This is an optimization exercise on Yosys and OpenROAD, whose aim is small area and a short achievable clock period, not a production implementation.
RTL that was checked went through simulation tests only; none was proved equivalent to the original.
Power figures rest on the tool's default switching activity, not on a simulated workload.

==> flow/design.v <==
module CPU (
    input wire clk,
    input wire rst_n,
    input wire [8-1:0] int_flag,
    output wire [16-1:0] inst_addr,
    input  wire [16-1:0] inst_data,
    output wire [16-1:0] mem_addr,
    output wire [16-1:0] mem_wd,
    input  wire [16-1:0] mem_rd,
    output wire            mem_ctrl
);
    reg [15:0] pc;
    reg [15:0] id_inst;
    reg        id_valid, id_inc;    
    reg [15:0] ex_a, ex_b;      
    reg [ 7:0] ex_imm;          
    reg [ 2:0] ex_rd;
    reg [ 2:0] ex_op;           
    reg [ 1:0] ex_rwsel;        
    reg        ex_we;           
    reg        ex_mem;          
    reg        ex_sw;           
    reg        ex_csrw;         
    reg        ex_jal, ex_jr;
    reg        ex_beq, ex_ble;
    reg [15:0] rf [1:7];
    reg [ 7:1] rf_v;
    reg [31:0] cycle;
    reg [15:0] mtvec, mcause, mepc, mie, mstatus, mscratch;
    reg        s_write, s_mret;    
    reg        i_entry, i_ret;     
    reg        int_en;
    reg        gie_q;
    wire        sub     = (ex_op == 3'b001);
    wire [15:0] add_b   = ex_sw ? {8'b0, ex_imm} : ex_b;
    wire [15:0] sum     = ex_a + (add_b ^ {16{sub}}) + {15'b0, sub};
    wire [15:0] prod    = ex_a * ex_b;
    wire        shr     = ex_op[0];
    reg  [15:0] sh_in, srl_o;
    integer n;
    always @(*) for (n = 0; n < 16; n = n + 1) sh_in[n] = shr ? ex_a[15-n] : ex_a[n];
    wire [15:0] sh_o    = (|ex_b[15:4]) ? 16'b0 : (sh_in << ex_b[3:0]);
    always @(*) for (n = 0; n < 16; n = n + 1) srl_o[n] = sh_o[15-n];
    wire [15:0] sll_o   = sh_o;
    reg [15:0] alu;
    always @(*) begin
        case (ex_op)
            3'b000, 3'b001: alu = sum;
            3'b010: alu = prod;
            3'b011: alu = ex_a & ex_b;
            3'b100:  alu = ex_a | ex_b;
            3'b101: alu = ex_a ^ ex_b;
            3'b110: alu = sll_o;
            default: alu = srl_o;
        endcase
    end
    wire eq = (ex_a == ex_b);
    wire lt = ($signed(ex_a) < $signed(ex_b));
    wire int_assert = i_entry | i_ret;
    wire jump_flag  = int_assert | ex_jal | ex_jr | (ex_beq & eq) | (ex_ble & lt);
    wire [15:0] jump_pc = int_assert ? (i_entry ? mtvec : mepc) :
                          ex_jr ? sum : {8'b0, ex_imm};
    reg [15:0] csr_rdata;
    always @(*) begin
        case (ex_imm[4:0])
            5'd0: csr_rdata = cycle[15:0];
            5'd1: csr_rdata = cycle[31:16];
            5'd2: csr_rdata = mtvec;
            5'd3: csr_rdata = mcause;
            5'd4: csr_rdata = mepc;
            5'd5: csr_rdata = mie;
            5'd6: csr_rdata = mstatus;
            5'd7: csr_rdata = mscratch;
            default: csr_rdata = 16'b0;
        endcase
    end
    wire [15:0] wb = (ex_rwsel == 2'b01) ? mem_rd :
                     (ex_rwsel == 2'b10) ? csr_rdata : alu;
    assign mem_addr = sum;
    assign mem_wd   = ex_b;
    assign mem_ctrl = ex_mem;
    wire int_any  = (int_flag != 8'h00) & mstatus[3];
    wire mret_en  = (id_inst == 16'h0000) & int_en & ~gie_q;
    wire idle     = ~s_write & ~s_mret;
    wire take     = idle & mstatus[3] & (int_flag == 8'b00000001);
    wire clear    = int_any | mret_en | ~idle | jump_flag;
    wire [15:0] id_addr = id_valid ? pc - {15'b0, id_inc} : 16'b0;
    wire [15:0] cap_addr = jump_flag ? {8'b0, ex_imm} : id_addr;
    always @(posedge clk) gie_q <= mstatus[3];
    always @(posedge clk or negedge rst_n) begin
        if (~rst_n) begin
            s_write <= 1'b0;
            s_mret  <= 1'b0;
            i_entry <= 1'b0;
            i_ret   <= 1'b0;
            int_en  <= 1'b0;
        end else begin
            s_write <= take;
            s_mret  <= idle & ~int_any & mret_en;
            i_entry <= s_write;
            i_ret   <= s_mret;
            if (idle & int_any) int_en <= 1'b1;
            else if (idle & mret_en) int_en <= 1'b0;
        end
    end
    wire csr_we = ex_csrw;
    wire [4:0] csr_wa = ex_imm[4:0];
    always @(posedge clk or negedge rst_n) begin
        if (~rst_n) cycle <= 32'b0;
        else cycle <= cycle + 1'b1;
    end
    always @(posedge clk or negedge rst_n) begin
        if (~rst_n) begin
            mtvec <= 16'b0;
            mcause <= 16'b0;
            mepc <= 16'b0;
            mie <= 16'b0;
            mstatus <= 16'b0;
            mscratch <= 16'b0;
        end else begin
            if (csr_we && csr_wa == 5'd2) mtvec <= ex_a;
            if (take) mcause <= 16'h0004;
            else if (csr_we && csr_wa == 5'd3) mcause <= ex_a;
            if (take) mepc <= cap_addr;
            else if (csr_we && csr_wa == 5'd4) mepc <= ex_a;
            if (csr_we && csr_wa == 5'd5) mie <= ex_a;
            if (csr_we && csr_wa == 5'd6) mstatus <= ex_a;
            else if (i_entry) mstatus[3] <= 1'b0;
            else if (i_ret) mstatus[3] <= mstatus[7];
            if (csr_we && csr_wa == 5'd7) mscratch <= ex_a;
        end
    end
    assign inst_addr = pc;
    wire pc_stall = (pc == 1024 - 1) || (inst_data == 16'b0);
    always @(posedge clk) begin
        if (~rst_n) pc <= 16'b0;
        else if (jump_flag) pc <= jump_pc;
        else if (clear | pc_stall) pc <= pc;
        else pc <= pc + 1'b1;
    end
    always @(posedge clk) begin
        if (~rst_n | clear) begin
            id_inst  <= 16'b0;
            id_valid <= 1'b0;
        end else begin
            id_inst  <= inst_data;
            id_valid <= 1'b1;
        end
        id_inc <= ~pc_stall;
    end
    wire [4:0] op = id_inst[4:0];
    wire [2:0] rd = id_inst[7:5];
    wire [2:0] rs = id_inst[10:8];
    wire d_alu  = (op[4:3] == 2'b00);             
    wire d_alui = (op[4:3] == 2'b10);             
    wire d_lw   = (op == 5'b11000);
    wire d_sw   = (op == 5'b11001);
    wire d_csrr = (op == 5'b11010);
    wire d_csrw = (op == 5'b11011);
    wire d_jal  = (op == 5'b11100);
    wire d_jr   = (op == 5'b11101);
    wire d_li   = (op == 5'b11110);
    wire d_rc   = (op == 5'b11111);
    wire d_beq  = (op == 5'b01000);
    wire d_ble  = (op == 5'b01001);
    wire d_immsel = d_jal | d_jr | d_li;
    wire d_immop  = d_alui | d_lw | d_sw | d_csrr | d_csrw | d_jal | d_jr | d_li;
    wire d_we     = d_alu | d_alui | d_lw | d_csrr | d_jal | d_li;
    wire [2:0] d_op = (d_alu | d_alui) ? op[2:0] : 3'b000;
    wire [1:0] d_rwsel = d_lw ? 2'b01 : d_csrr ? 2'b10 : 2'b00;
    wire [7:0] d_imm = d_immsel ? id_inst[15:8] : {3'b0, id_inst[15:11]};
    wire       absel = d_lw | d_sw;
    wire [2:0] ra = absel ? rs : rd;
    wire [2:0] rb = d_sw ? rd : rs;
    wire fwd_a = ex_we & (ra == ex_rd);
    wire fwd_b = ex_we & (rb == ex_rd);
    reg [15:0] rf_a, rf_b;
    integer k;
    always @(*) begin
        rf_a = 16'b0;
        rf_b = 16'b0;
        for (k = 1; k < 8; k = k + 1) begin
            if (ra == k && rf_v[k]) rf_a = rf[k];
            if (rb == k && rf_v[k]) rf_b = rf[k];
        end
    end
    wire [15:0] a_next = fwd_a ? wb : rf_a;
    wire [15:0] b_next = (d_immop & ~d_sw) ? {8'b0, d_imm} : fwd_b ? wb : rf_b;
    always @(posedge clk) begin
        ex_a   <= a_next;
        ex_b   <= b_next;
        ex_imm <= d_imm;
        ex_rd  <= rd;
        ex_op  <= d_op;
        ex_rwsel <= d_rwsel;
        ex_sw  <= d_sw;
        if (~rst_n | clear) begin
            ex_we   <= 1'b0;
            ex_mem  <= 1'b0;
            ex_csrw <= 1'b0;
            ex_jal  <= 1'b0;
            ex_jr   <= 1'b0;
            ex_beq  <= 1'b0;
            ex_ble  <= 1'b0;
        end else begin
            ex_we   <= d_we;
            ex_mem  <= d_sw;
            ex_csrw <= d_csrw;
            ex_jal  <= d_jal;
            ex_jr   <= d_jr;
            ex_beq  <= d_beq;
            ex_ble  <= d_ble;
        end
    end
    always @(posedge clk) begin
        if (~rst_n | d_rc) rf_v <= 7'b0;
        else if (ex_we && ex_rd != 3'd0) rf_v[ex_rd] <= 1'b1;
    end
    always @(posedge clk) begin
        if (ex_we && ex_rd != 3'd0) rf[ex_rd] <= wb;
    end
endmodule
==> flow/config.mk <==
export PLATFORM = sky130hd
export DESIGN_NAME = CPU
export DESIGN_NICKNAME = CPU
export VERILOG_FILES = /design/flow/design.v
export SDC_FILE = /design/flow/constraint.sdc
export NUM_CORES = 4
export LEC_CHECK = 0
export ABC_AREA = 1
export CAP_MARGIN = 20
export CORE_MARGIN = 2
export CORE_UTILIZATION = 40
export SETUP_SLACK_MARGIN = 5
export SLEW_MARGIN = 20
==> flow/constraint.sdc <==
create_clock -name core_clock -period 10.5 [get_ports {clk}]
set_input_delay 2.1000 -clock core_clock [delete_from_list [all_inputs] [get_ports {clk}]]
set_output_delay 2.1000 -clock core_clock [all_outputs]
set_load 0.01 [all_outputs]
run.sh (not shown) runs the stock make flow with config.mk's settings and CLKGATE_MAP_FILE= SYNTH_SCRIPT=/design/flow/synth_recipe.tcl, a recipe that flattens the netlist after the stock synthesis.
Change:
--- a/flow/design.v
+++ b/flow/design.v
@@ -17,24 +17,26 @@
     reg [ 2:0] ex_rd;
     reg [ 2:0] ex_op;           
     reg [ 1:0] ex_rwsel;        
     reg        ex_we;           
     reg        ex_mem;          
     reg        ex_sw;           
+    reg        ex_sub;          
+    reg        ex_mul;          
     reg        ex_csrw;         
     reg        ex_jal, ex_jr;
     reg        ex_beq, ex_ble;
     reg [15:0] rf [1:7];
     reg [ 7:1] rf_v;
     reg [31:0] cycle;
     reg [15:0] mtvec, mcause, mepc, mie, mstatus, mscratch;
     reg        s_write, s_mret;    
     reg        i_entry, i_ret;     
     reg        int_en;
     reg        gie_q;
-    wire        sub     = (ex_op == 3'b001);
+    wire        sub     = ex_sub;
     wire [15:0] add_b   = ex_sw ? {8'b0, ex_imm} : ex_b;
     wire [15:0] sum     = ex_a + (add_b ^ {16{sub}}) + {15'b0, sub};
     wire [15:0] prod    = ex_a * ex_b;
     wire        shr     = ex_op[0];
     reg  [15:0] sh_in, srl_o;
     integer n;
@@ -71,14 +73,15 @@
             5'd5: csr_rdata = mie;
             5'd6: csr_rdata = mstatus;
             5'd7: csr_rdata = mscratch;
             default: csr_rdata = 16'b0;
         endcase
     end
-    wire [15:0] wb = (ex_rwsel == 2'b01) ? mem_rd :
-                     (ex_rwsel == 2'b10) ? csr_rdata : alu;
+    wire [15:0] wb_o = (ex_rwsel == 2'b01) ? mem_rd :
+                       (ex_rwsel == 2'b10) ? csr_rdata : alu;
+    wire [15:0] wb = ex_mul ? prod : wb_o;
     assign mem_addr = sum;
     assign mem_wd   = ex_b;
     assign mem_ctrl = ex_mem;
     wire int_any  = (int_flag != 8'h00) & mstatus[3];
     wire mret_en  = (id_inst == 16'h0000) & int_en & ~gie_q;
     wire idle     = ~s_write & ~s_mret;
@@ -181,22 +184,28 @@
         rf_b = 16'b0;
         for (k = 1; k < 8; k = k + 1) begin
             if (ra == k && rf_v[k]) rf_a = rf[k];
             if (rb == k && rf_v[k]) rf_b = rf[k];
         end
     end
-    wire [15:0] a_next = fwd_a ? wb : rf_a;
-    wire [15:0] b_next = (d_immop & ~d_sw) ? {8'b0, d_imm} : fwd_b ? wb : rf_b;
+    wire [15:0] a_o    = fwd_a ? wb_o : rf_a;
+    wire [15:0] b_o    = (d_immop & ~d_sw) ? {8'b0, d_imm} : fwd_b ? wb_o : rf_b;
+    wire        a_prod = fwd_a & ex_mul;
+    wire        b_prod = fwd_b & ex_mul & ~(d_immop & ~d_sw);
+    wire [15:0] a_next = a_prod ? prod : a_o;
+    wire [15:0] b_next = b_prod ? prod : b_o;
     always @(posedge clk) begin
         ex_a   <= a_next;
         ex_b   <= b_next;
         ex_imm <= d_imm;
         ex_rd  <= rd;
         ex_op  <= d_op;
         ex_rwsel <= d_rwsel;
         ex_sw  <= d_sw;
+        ex_sub <= (d_alu | d_alui) & (op[2:0] == 3'b001);
+        ex_mul <= (d_alu | d_alui) & (op[2:0] == 3'b010);
         if (~rst_n | clear) begin
             ex_we   <= 1'b0;
             ex_mem  <= 1'b0;
             ex_csrw <= 1'b0;
             ex_jal  <= 1'b0;
             ex_jr   <= 1'b0;
Final cell count hardly moves.
Utilization drops by 0.11 points.
Cell area drops slightly.
Combinational power climbs by roughly a tenth.
Worst setup slack loses 0.22 ns.
Area after synthesis drops slightly.
Global-route usage climbs by 0.39 points.
Clock power drops by a few percent.
Function not checked in the second run of this note: the RTL went through the layout flow alone.

-- what the ideal ports hide --
The results above use ideal ports. As a check the final layouts listed here were re-extracted and re-timed, cells and wires unchanged. Step 1 (the two cells are an assumption about what drives the block):
set clk [get_ports {clk}]
set_driving_cell -lib_cell sky130_fd_sc_hd__clkbuf_16 $clk
set_driving_cell -lib_cell sky130_fd_sc_hd__buf_2 [delete_from_list [all_inputs] $clk]
Step 2 moves the port delays by t, midway between the first and last clock arrival at a register: inputs arrive t later, outputs are due t later. That takes back most of the time a late clock gives input paths. a / b / c = ideal / step 1 / step 2; a / b = the first two.
run | t (ns) | setup WS [ns] | worst setup path after step 2
the first run | 0.639 | 4.978 / 4.969 / 4.978 | register to register
the second run | 0.597 | 4.754 / 4.754 / 4.754 | register to register
After both steps every run listed still meets setup and hold.
